Source: an optimization exercise on an open RTL-to-GDS flow (aim: small area and a short achievable clock period). Production flows keep margins and buffers that such runs may drop. RTL that was checked went through simulation tests only; none was proved equivalent to the original. The clock port is modelled as an ideal driver, which makes a skipped or thinned clock tree look cheaper than it is; a real chip needs a root buffer or a tree. Power and IR drop assume default switching activity.

## sierra
==> module synch_fifo_16x8bit, before the edit <==
module synch_fifo_16x8bit
  #(parameter integer DATA_SIZE = 8, DEPTH = 16)
  ( input  [DATA_SIZE-1:0] data_in,
    input                  wr_en,
    input                  rd_en,
    input                  clk,
    input                  reset_n,
    output                 fifo_full,
    output                 fifo_empty,
    output [DATA_SIZE-1:0] data_out
  );
  reg [DATA_SIZE-1:0] qn [1:DEPTH];   
  reg [DATA_SIZE-1:0] temp_data_out;
  reg [DEPTH-1:2]     held;           
  reg                 empty_i;        
  reg                 not_full_i;     
  reg                 full_r;         
  reg                 nonempty_r;     
  wire [DEPTH+1:0] h = {1'b0, ~not_full_i, held, ~empty_i, 1'b1};    
  wire [DEPTH+1:0] hn = ~h;
  wire             rd_n = ~rd_en;
  wire rd_only = rd_en & ~wr_en;
  wire wr_only = wr_en & ~rd_en;
  reg [DEPTH:1] held_n;
  integer k;
  always @* begin
    for (k = 1; k <= DEPTH; k = k + 1) begin
      if (h[k])
        held_n[k] = h[k+1] | ~((k == DEPTH) ? rd_en : rd_only);
      else
        held_n[k] = h[k-1] & ((k == 1) ? wr_en : wr_only);
    end
  end
  wire [DATA_SIZE-1:0] q [1:DEPTH];
  wire [DATA_SIZE-1:0] qn_next [1:DEPTH];
  genvar g, b;
  generate
    for (g = 1; g <= DEPTH; g = g + 1) begin : pos
      assign q[g] = ~qn[g];
      wire keep, shift, load;
      if (g < DEPTH) begin : mid
        fifo_ctl ctl (
          .rd(rd_en), .rd_n(rd_n), .here(h[g]), .next(h[g+1]),
          .here_n(hn[g]), .next_n(hn[g+1]),
          .keep(keep), .shift(shift), .load(load));
        for (b = 0; b < DATA_SIZE; b = b + 1) begin : bit_
          fifo_pick pick (
            .keep(keep), .shift(shift), .load(load),
            .a(q[g][b]), .b(q[g+1][b]), .c(data_in[b]), .yn(qn_next[g][b]));
        end
      end else begin : last
        fifo_ctl_last ctl (
          .rd(rd_en), .here(h[g]), .here_n(hn[g]),
          .keep(keep), .load(load));
        assign shift = 1'b0;
        for (b = 0; b < DATA_SIZE; b = b + 1) begin : bit_
          fifo_pick_last pick (
            .keep(keep), .load(load),
            .a(q[g][b]), .c(data_in[b]), .yn(qn_next[g][b]));
        end
      end
    end
  endgenerate
  integer i;
  always @(posedge clk)
    for (i = 1; i <= DEPTH; i = i + 1)
      qn[i] <= qn_next[i];
  always @(posedge clk or negedge reset_n)
    if (!reset_n) begin
      held          <= {(DEPTH-2){1'b0}};
      empty_i       <= 1'b1;
      not_full_i    <= 1'b1;
      full_r        <= 1'b0;
      nonempty_r    <= 1'b0;
      temp_data_out <= {DATA_SIZE{1'b0}};
    end else begin
      if (rd_en && !empty_i)
        temp_data_out <= q[1];
      held       <= held_n[DEPTH-1:2];
      empty_i    <= ~held_n[1];
      not_full_i <= ~held_n[DEPTH];
      full_r     <= held_n[DEPTH];
      nonempty_r <= held_n[1];
    end
  assign data_out   = temp_data_out;
  assign fifo_full  = full_r;
  assign fifo_empty = ~nonempty_r;
endmodule
==> module fifo_ctl, before the edit <==
module fifo_ctl
  ( input  rd,
    input  rd_n,
    input  here,
    input  next,
    input  here_n,
    input  next_n,
    output keep,
    output shift,
    output load
  );
  assign keep  = ~(rd | here_n);
  assign shift = ~(rd_n | next_n);
  assign load  = ~(rd ? next : here);
endmodule
==> module fifo_ctl_last, before the edit <==
module fifo_ctl_last
  ( input  rd,
    input  here,
    input  here_n,
    output keep,
    output load
  );
  assign keep = ~(rd | here_n);
  assign load = ~(~rd & here);
endmodule
==> module fifo_pick_last, before the edit <==
module fifo_pick_last
  ( input  keep,
    input  load,
    input  a,
    input  c,
    output yn
  );
  assign yn = ~((keep & a) | (load & c));
endmodule
==> flow/config.mk <==
export PLATFORM = sky130hd
export DESIGN_NAME = synch_fifo_16x8bit
export DESIGN_NICKNAME = synch_fifo_16x8bit
export VERILOG_FILES = /design/flow/design.v
export SDC_FILE = /design/flow/constraint.sdc
export NUM_CORES = 4
export LEC_CHECK = 0
export CAP_MARGIN = 20
export CORE_MARGIN = 2
export CORE_UTILIZATION = 40
export SETUP_SLACK_MARGIN = 1.72
export SLEW_MARGIN = 20
export SYNTH_HIERARCHICAL = 1
export SYNTH_MINIMUM_KEEP_SIZE = 0
export TNS_END_PERCENT = 0
==> flow/constraint.sdc <==
create_clock -name core_clock -period 3.0 [get_ports {clk}]
set_input_delay 0.6000 -clock core_clock [delete_from_list [all_inputs] [get_ports {clk}]]
set_output_delay 0.6000 -clock core_clock [all_outputs]
set_load 0.01 [all_outputs]
standard.sh (not shown) runs the stock make flow with config.mk's settings and CLKGATE_MAP_FILE= SYNTH_SCRIPT=/design/flow/synth_recipe.tcl, a recipe that flattens the netlist after the stock synthesis.
==> flow/flow/run.sh <==
#!/bin/bash
# Own layout flow: the standard flow, except that
#  - port buffers are buf_2 cells rather than the default pick;
#  - the clock tree is built by flow/cts.tcl in place of TritonCTS's
#    H-tree, which is deeper and slower: two levels of clock cells
#    (CTS_ROOT_CELL roots, CTS_LEAF_CELL leaves), the leaves at the centres
#    of clusters of flip-flops of even size, so every flip-flop sees the
#    clock through the same two cells;
#  - before repair_timing, flow/cts.tcl takes out the buffer tree that
#    placement built under rd_en and makes its port buffer a buf_16, so the
#    port buffer drives the storage select gates directly.
# Each tool's full output goes to a log file of its own in this folder.
set -euo pipefail
export BUFFER_PORTS_ARGS="-buffer_cell sky130_fd_sc_hd__buf_2"
export CTS_ROOTS=4
export CTS_LEAVES=8
export CTS_ROOT_CELL=sky130_fd_sc_hd__clkinv_4
export CTS_LEAF_CELL=sky130_fd_sc_hd__clkinv_8
export FLAT_INPUTS="rd_en"
export UPSIZE_INPUTS="rd_en sky130_fd_sc_hd__buf_16"
bash standard.sh synth > synth.log 2>&1
bash standard.sh place > place.log 2>&1
bash standard.sh run RUN_SCRIPT="$PWD/flow/cts.tcl" RUN_LOG_NAME_STEM=4_1_cts_own > cts.log 2>&1
bash standard.sh finish > finish.log 2>&1
Other scripts of this flow, unchanged in this note and not shown: flow/flow/cts.tcl
diff inputs: sierra => garnet
--- a/flow/design.v
+++ b/flow/design.v
@@ -15,14 +15,12 @@
   reg [DEPTH-1:2]     held;           
   reg                 empty_i;        
   reg                 not_full_i;     
   reg                 full_r;         
   reg                 nonempty_r;     
   wire [DEPTH+1:0] h = {1'b0, ~not_full_i, held, ~empty_i, 1'b1};    
-  wire [DEPTH+1:0] hn = ~h;
-  wire             rd_n = ~rd_en;
   wire rd_only = rd_en & ~wr_en;
   wire wr_only = wr_en & ~rd_en;
   reg [DEPTH:1] held_n;
   integer k;
   always @* begin
     for (k = 1; k <= DEPTH; k = k + 1) begin
@@ -38,28 +36,28 @@
   generate
     for (g = 1; g <= DEPTH; g = g + 1) begin : pos
       assign q[g] = ~qn[g];
       wire keep, shift, load;
       if (g < DEPTH) begin : mid
         fifo_ctl ctl (
-          .rd(rd_en), .rd_n(rd_n), .here(h[g]), .next(h[g+1]),
-          .here_n(hn[g]), .next_n(hn[g+1]),
+          .rd(rd_en), .here(h[g]), .next(h[g+1]),
           .keep(keep), .shift(shift), .load(load));
         for (b = 0; b < DATA_SIZE; b = b + 1) begin : bit_
           fifo_pick pick (
             .keep(keep), .shift(shift), .load(load),
             .a(q[g][b]), .b(q[g+1][b]), .c(data_in[b]), .yn(qn_next[g][b]));
         end
       end else begin : last
         fifo_ctl_last ctl (
-          .rd(rd_en), .here(h[g]), .here_n(hn[g]),
-          .keep(keep), .load(load));
+          .rd(rd_en), .here(h[g]),
+          .keep(keep));
         assign shift = 1'b0;
+        assign load  = ~keep;
         for (b = 0; b < DATA_SIZE; b = b + 1) begin : bit_
           fifo_pick_last pick (
-            .keep(keep), .load(load),
+            .keep(keep),
             .a(q[g][b]), .c(data_in[b]), .yn(qn_next[g][b]));
         end
       end
     end
   endgenerate
   integer i;
@@ -86,43 +84,36 @@
   assign data_out   = temp_data_out;
   assign fifo_full  = full_r;
   assign fifo_empty = ~nonempty_r;
 endmodule
 module fifo_ctl
   ( input  rd,
-    input  rd_n,
     input  here,
     input  next,
-    input  here_n,
-    input  next_n,
     output keep,
     output shift,
     output load
   );
-  assign keep  = ~(rd | here_n);
-  assign shift = ~(rd_n | next_n);
-  assign load  = ~(rd ? next : here);
+  assign keep  = ~rd & here;
+  assign shift = rd & next;
+  assign load  = rd ? ~next : ~here;
 endmodule
 module fifo_ctl_last
   ( input  rd,
     input  here,
-    input  here_n,
-    output keep,
-    output load
+    output keep
   );
-  assign keep = ~(rd | here_n);
-  assign load = ~(~rd & here);
+  assign keep = ~rd & here;
 endmodule
 module fifo_pick_last
   ( input  keep,
-    input  load,
     input  a,
     input  c,
     output yn
   );
-  assign yn = ~((keep & a) | (load & c));
+  assign yn = ~(keep ? a : c);
 endmodule
 module fifo_pick
   ( input  keep,
     input  shift,
     input  load,
     input  a,
--- outcome ---
- No run among sierra and garnet stopped early or left any final violation; all are clean.
- Min area after synthesis across sierra and garnet: sierra
- garnet and sierra ended up with roughly the same sequential share of power.
- The run with more setup slack is sierra; garnet has less.
- Sequential share of layout area (garnet over sierra): increase, 0.16 points
- Length of the first detailed-routing pass in iterations for garnet is higher than for sierra.
- garnet and sierra ended up with roughly the same global-route usage.
- [garnet] portion of total power attributed to the clock network rose 0.3 points relative to sierra
- Cell area in garnet is 0.32% lower than in sierra
- Diff sierra..garnet | number of antenna violations at the first check in global routing | unchanged
- Of sierra and garnet, the run reporting the higher data required time of the critical path was garnet.
- Between garnet and sierra, the initial standard-cell utilization of the core figures differ only marginally.
- Utilization sierra -> garnet: down
- Wire length on met2 grows by a few percent when moving from sierra to garnet.
- Summary — share of the clock period used by the worst path after layout, garnet relative to sierra: higher, by 0.55 points.
The RTL of sierra was laid out without a check of its function. No run of this note takes its clock network from TritonCTS; it comes from the design's own scripts or RTL.

== run A ==
The RTL this note starts from:
==> flow/design.v <==
`timescale 1ns / 1ps
module synch_fifo_16x8bit
  #(parameter integer DATA_SIZE = 8, DEPTH = 16)
  ( input  [DATA_SIZE-1:0] data_in,
    input                  wr_en,
    input                  rd_en,
    input                  clk,
    input                  reset_n,
    output                 fifo_full,
    output                 fifo_empty,
    output [DATA_SIZE-1:0] data_out
  );
  reg [DATA_SIZE-1:0] FIFO [0:DEPTH-1];
  reg [DATA_SIZE-1:0] temp_data_out;
  reg [3:0] wr_ptr;
  reg [3:0] rd_ptr;
  reg       full_r;       
  reg       empty_r;      
  reg       one_r;        
  reg       fifteen_r;    
  wire wr_ok = wr_en & ~full_r;
  wire rd_ok = rd_en & ~empty_r;
  wire inc   = wr_ok & ~rd_ok;    
  wire dec   = rd_ok & ~wr_ok;    
  wire [3:0] diff = wr_ptr - rd_ptr;
  wire two      = (diff == 4'd2);
  wire fourteen = (diff == 4'd14);
  always @(posedge clk)
    if (!full_r)
      FIFO[wr_ptr] <= data_in;
  always @(posedge clk or negedge reset_n)
    if (!reset_n) begin
      wr_ptr        <= 4'd0;
      rd_ptr        <= 4'd0;
      full_r        <= 1'b0;
      empty_r       <= 1'b1;
      one_r         <= 1'b0;
      fifteen_r     <= 1'b0;
      temp_data_out <= {DATA_SIZE{1'b0}};
    end else begin
      if (wr_ok)
        wr_ptr <= wr_ptr + 4'd1;
      if (rd_ok) begin
        rd_ptr        <= rd_ptr + 4'd1;
        temp_data_out <= FIFO[rd_ptr];
      end
      if (inc) begin
        empty_r   <= 1'b0;
        full_r    <= fifteen_r;
        one_r     <= empty_r;
        fifteen_r <= fourteen;
      end else if (dec) begin
        full_r    <= 1'b0;
        empty_r   <= one_r;
        one_r     <= two;
        fifteen_r <= full_r;
      end
    end
  assign data_out   = temp_data_out;
  assign fifo_full  = full_r;
  assign fifo_empty = empty_r;
endmodule
Settings: LEC_CHECK=0, CAP_MARGIN=20, CORE_MARGIN=2, CORE_UTILIZATION=40, CTS_BUF_LIST=sky130_fd_sc_hd__clkbuf_4 sky130_fd_sc_hd__clkbuf_8, SETUP_SLACK_MARGIN=1.6, SLEW_MARGIN=20; clock period 3.0 ns.
run.sh (not shown) runs the stock make flow with config.mk's settings and CLKGATE_MAP_FILE= SYNTH_SCRIPT=/design/flow/synth_recipe.tcl, a recipe that flattens the netlist after the stock synthesis.
Stock flow here: none of the scripts above is used.
Input changes introduced in run C (baseline for comparison: run A):
==> flow/design.v, changed modules only <==
module synch_fifo_16x8bit
  #(parameter integer DATA_SIZE = 8, DEPTH = 16)
  ( input  [DATA_SIZE-1:0] data_in,
    input                  wr_en,
    input                  rd_en,
    input                  clk,
    input                  reset_n,
    output                 fifo_full,
    output                 fifo_empty,
    output [DATA_SIZE-1:0] data_out
  );
  reg [DATA_SIZE-1:0] FIFO [0:DEPTH-1];
  reg [DATA_SIZE-1:0] temp_data_out;
  reg [3:0] wr_ptr;
  reg [3:0] rd_ptr;
  reg       full_r;
  reg       empty_r;
  wire       wr_ok = wr_en & ~full_r;
  wire       rd_ok = rd_en & ~empty_r;
  wire [3:0] wr_ptr_inc = wr_ptr + 4'd1;
  wire [3:0] rd_ptr_inc = rd_ptr + 4'd1;
  always @(posedge clk)
    if (!full_r)
      FIFO[wr_ptr] <= data_in;
  always @(posedge clk or negedge reset_n)
    if (!reset_n) begin
      wr_ptr        <= 4'd0;
      rd_ptr        <= 4'd0;
      full_r        <= 1'b0;
      empty_r       <= 1'b1;
      temp_data_out <= {DATA_SIZE{1'b0}};
    end else begin
      if (wr_ok)
        wr_ptr <= wr_ptr_inc;
      if (rd_ok) begin
        rd_ptr        <= rd_ptr_inc;
        temp_data_out <= FIFO[rd_ptr];
      end
      if (wr_ok && !rd_ok) begin
        empty_r <= 1'b0;
        full_r  <= (wr_ptr_inc == rd_ptr);
      end else if (rd_ok && !wr_ok) begin
        full_r  <= 1'b0;
        empty_r <= (rd_ptr_inc == wr_ptr);
      end
    end
  assign data_out   = temp_data_out;
  assign fifo_full  = full_r;
  assign fifo_empty = empty_r;
endmodule
Results
Multi-input combinational cell area for run C: 7.9% down relative to run A. Per the comparison of run C with run A, non-clock buffer count down 13; cell area after synthesis down about 2.4%; layout sequential cell count down 2. Against run A as the reference, run C delivers a lower register-to-register setup slack. Going from run A to run C, fraction of the mapped netlist area in adder cells shrinks by 0.59 points. Classification of the worst setup path: flip-flop to flip-flop -> run C, primary input to flip-flop -> run A. Changes observed in run C relative to run A: design area -470 um^2, internal portion of total power -0.00018 W, slew at the pin closest to its max-slew limit +160 ps.
Function was not checked in any run of this note: the RTL went through the layout flow alone.

== north ==
RTL: one of the versions met above, not the one the previous note started from.
For scale: ~530 cells after synthesis, ~150 flip-flops, about 22 I/O pins.
==> module synch_fifo_16x8bit, before the edit <==
module synch_fifo_16x8bit
  #(parameter integer DATA_SIZE = 8, DEPTH = 16)
  ( input  [DATA_SIZE-1:0] data_in,
    input                  wr_en,
    input                  rd_en,
    input                  clk,
    input                  reset_n,
    output                 fifo_full,
    output                 fifo_empty,
    output [DATA_SIZE-1:0] data_out
  );
  reg [DATA_SIZE-1:0] qn [1:DEPTH];   
  reg [DATA_SIZE-1:0] temp_data_out;
  reg [DEPTH-1:2]     held;           
  reg                 empty_i;        
  reg                 not_full_i;     
  reg                 full_r;         
  reg                 nonempty_r;     
  wire [DEPTH+1:0] h = {1'b0, ~not_full_i, held, ~empty_i, 1'b1};    
  wire rd_only = rd_en & ~wr_en;
  wire wr_only = wr_en & ~rd_en;
  reg [DEPTH:1] held_n;
  integer k;
  always @* begin
    for (k = 1; k <= DEPTH; k = k + 1) begin
      if (h[k])
        held_n[k] = h[k+1] | ~((k == DEPTH) ? rd_en : rd_only);
      else
        held_n[k] = h[k-1] & ((k == 1) ? wr_en : wr_only);
    end
  end
  wire [DATA_SIZE-1:0] q [1:DEPTH];
  wire [DATA_SIZE-1:0] qn_next [1:DEPTH];
  genvar g, b;
  generate
    for (g = 1; g <= DEPTH; g = g + 1) begin : pos
      assign q[g] = ~qn[g];
      wire keep, shift, load;
      if (g < DEPTH) begin : mid
        fifo_ctl ctl (
          .rd(rd_en), .here(h[g]), .next(h[g+1]),
          .keep(keep), .shift(shift), .load(load));
        for (b = 0; b < DATA_SIZE; b = b + 1) begin : bit_
          fifo_pick pick (
            .keep(keep), .shift(shift), .load(load),
            .a(q[g][b]), .b(q[g+1][b]), .c(data_in[b]), .yn(qn_next[g][b]));
        end
      end else begin : last
        fifo_ctl_last ctl (
          .rd(rd_en), .here(h[g]),
          .keep(keep));
        assign shift = 1'b0;
        assign load  = ~keep;
        for (b = 0; b < DATA_SIZE; b = b + 1) begin : bit_
          fifo_pick_last pick (
            .keep(keep),
            .a(q[g][b]), .c(data_in[b]), .yn(qn_next[g][b]));
        end
      end
    end
  endgenerate
  integer i;
  always @(posedge clk)
    for (i = 1; i <= DEPTH; i = i + 1)
      qn[i] <= qn_next[i];
  always @(posedge clk or negedge reset_n)
    if (!reset_n) begin
      held          <= {(DEPTH-2){1'b0}};
      empty_i       <= 1'b1;
      not_full_i    <= 1'b1;
      full_r        <= 1'b0;
      nonempty_r    <= 1'b0;
      temp_data_out <= {DATA_SIZE{1'b0}};
    end else begin
      if (rd_en && !empty_i)
        temp_data_out <= q[1];
      held       <= held_n[DEPTH-1:2];
      empty_i    <= ~held_n[1];
      not_full_i <= ~held_n[DEPTH];
      full_r     <= held_n[DEPTH];
      nonempty_r <= held_n[1];
    end
  assign data_out   = temp_data_out;
  assign fifo_full  = full_r;
  assign fifo_empty = ~nonempty_r;
endmodule
==> module fifo_ctl_last, before the edit <==
module fifo_ctl_last
  ( input  rd,
    input  here,
    output keep
  );
  assign keep = ~rd & here;
endmodule
==> module fifo_pick_last, before the edit <==
module fifo_pick_last
  ( input  keep,
    input  a,
    input  c,
    output yn
  );
  assign yn = ~(keep ? a : c);
endmodule
==> flow/config.mk <==
export PLATFORM = sky130hd
export DESIGN_NAME = synch_fifo_16x8bit
export DESIGN_NICKNAME = synch_fifo_16x8bit
export VERILOG_FILES = /design/flow/design.v
export SDC_FILE = /design/flow/constraint.sdc
export NUM_CORES = 4
export LEC_CHECK = 0
export CAP_MARGIN = 20
export CORE_MARGIN = 2
export CORE_UTILIZATION = 40
export SETUP_SLACK_MARGIN = 1.72
export SLEW_MARGIN = 20
export SYNTH_HIERARCHICAL = 1
export SYNTH_MINIMUM_KEEP_SIZE = 0
export TNS_END_PERCENT = 0
==> flow/constraint.sdc <==
create_clock -name core_clock -period 3.0 [get_ports {clk}]
set_input_delay 0.6000 -clock core_clock [delete_from_list [all_inputs] [get_ports {clk}]]
set_output_delay 0.6000 -clock core_clock [all_outputs]
set_load 0.01 [all_outputs]
standard.sh (not shown) runs the stock make flow with config.mk's settings and CLKGATE_MAP_FILE= SYNTH_SCRIPT=/design/flow/synth_recipe.tcl, a recipe that flattens the netlist after the stock synthesis.
==> flow/flow/run.sh <==
#!/bin/bash
# Own layout flow: the standard flow, except that
#  - port buffers are buf_2 cells rather than the default pick;
#  - the clock tree is built by flow/cts.tcl in place of TritonCTS's
#    H-tree, which is deeper and slower: two levels of clock cells
#    (CTS_ROOT_CELL roots, CTS_LEAF_CELL leaves), the leaves at the centres
#    of clusters of flip-flops of even size, so every flip-flop sees the
#    clock through the same two cells;
#  - before repair_timing, flow/cts.tcl takes out the buffer tree that
#    placement built under rd_en and makes its port buffer a buf_16, so the
#    port buffer drives the storage select gates directly: its other
#    loads move to a buf_4 of their own, and the select gates become _2
#    cells.
# Each tool's full output goes to a log file of its own in this folder.
set -euo pipefail
export BUFFER_PORTS_ARGS="-buffer_cell sky130_fd_sc_hd__buf_2"
export CTS_ROOTS=4
export CTS_LEAVES=8
export CTS_ROOT_CELL=sky130_fd_sc_hd__clkinv_4
export CTS_LEAF_CELL=sky130_fd_sc_hd__clkinv_8
export FLAT_INPUTS="rd_en"
export UPSIZE_INPUTS="rd_en sky130_fd_sc_hd__buf_16"
export SPLIT_INPUTS="rd_en"
export UPSIZE_SELECTS=2
bash standard.sh synth > synth.log 2>&1
bash standard.sh place > place.log 2>&1
bash standard.sh run RUN_SCRIPT="$PWD/flow/cts.tcl" RUN_LOG_NAME_STEM=4_1_cts_own > cts.log 2>&1
bash standard.sh finish > finish.log 2>&1
Other scripts of this flow, unchanged in this note and not shown: flow/flow/cts.tcl
Every stage of the flow completed for north, and the final layout passed the timing, design-rule and antenna checks.
The following lists how south was set up differently from north:
diff --git a/flow/design.v b/flow/design.v
--- a/flow/design.v
+++ b/flow/design.v
@@ -47,16 +47,15 @@
             .a(q[g][b]), .b(q[g+1][b]), .c(data_in[b]), .yn(qn_next[g][b]));
         end
       end else begin : last
         fifo_ctl_last ctl (
           .rd(rd_en), .here(h[g]),
-          .keep(keep));
+          .keep(keep), .load(load));
         assign shift = 1'b0;
-        assign load  = ~keep;
         for (b = 0; b < DATA_SIZE; b = b + 1) begin : bit_
           fifo_pick_last pick (
-            .keep(keep),
+            .keep(keep), .load(load),
             .a(q[g][b]), .c(data_in[b]), .yn(qn_next[g][b]));
         end
       end
     end
   endgenerate
@@ -98,21 +97,24 @@
   assign load  = rd ? ~next : ~here;
 endmodule
 module fifo_ctl_last
   ( input  rd,
     input  here,
-    output keep
+    output keep,
+    output load
   );
   assign keep = ~rd & here;
+  assign load = rd | ~here;
 endmodule
 module fifo_pick_last
   ( input  keep,
+    input  load,
     input  a,
     input  c,
     output yn
   );
-  assign yn = ~(keep ? a : c);
+  assign yn = ~((keep & a) | (load & c));
 endmodule
 module fifo_pick
   ( input  keep,
     input  shift,
     input  load,
Results
Final critical-path share of the clock period | south above north
Summary of the comparison: peak supply drop is higher in south, relative to north.
Max filler cell count in the final layout across north and south: south
NOTE via-per-instance ratio north->south decreased slightly
In terms of cell-internal power, south and north differ only marginally.
As far as number of flops mapped to enable cells by yosys goes, south and north are indistinguishable; the numbers are identical.
Diff north -> south: routing usage on met3 now sits at about the same level, critical path depth +2, minimum period implied by the final worst setup slack went up, area of the die rose 0.31%.
In every run of this note, the design's own scripts or RTL, not TritonCTS, make the clock network.

==> what the ideal ports hide <==
In the flow no input, the clock included, has a driving cell. The finished layouts below were timed again as built, in two steps.
Step 1: set_driving_cell puts a clkbuf_16 on clk and a buf_2 on each other input, an assumption about the parent block.
Step 2 moves the port delays by t, midway between the first and last clock arrival at a register: inputs arrive t later, outputs are due t later. That takes back most of the time a late clock gives input paths.
a / b / c = no drivers / after step 1 / after step 2; a / b = the first two.
run	t (ns)	slack for setup (ns)	worst setup path at the end
sierra	0.284	1.681 / 1.526 / 1.242	input to register
garnet	0.281	1.665 / 1.592 / 1.315	input to register
run A	0.481	1.260 / 1.246 / 0.780	input to register
run C	0.462	1.213 / 1.213 / 0.910	input to register
north	0.283	1.685 / 1.556 / 1.273	input to register
south	0.279	1.646 / 1.575 / 1.295	input to register
After both steps every run listed still meets setup and hold. For run A, which loses most, drivers alone change the setup slack by -0.014 ns; drivers and shift together by -0.480 ns.
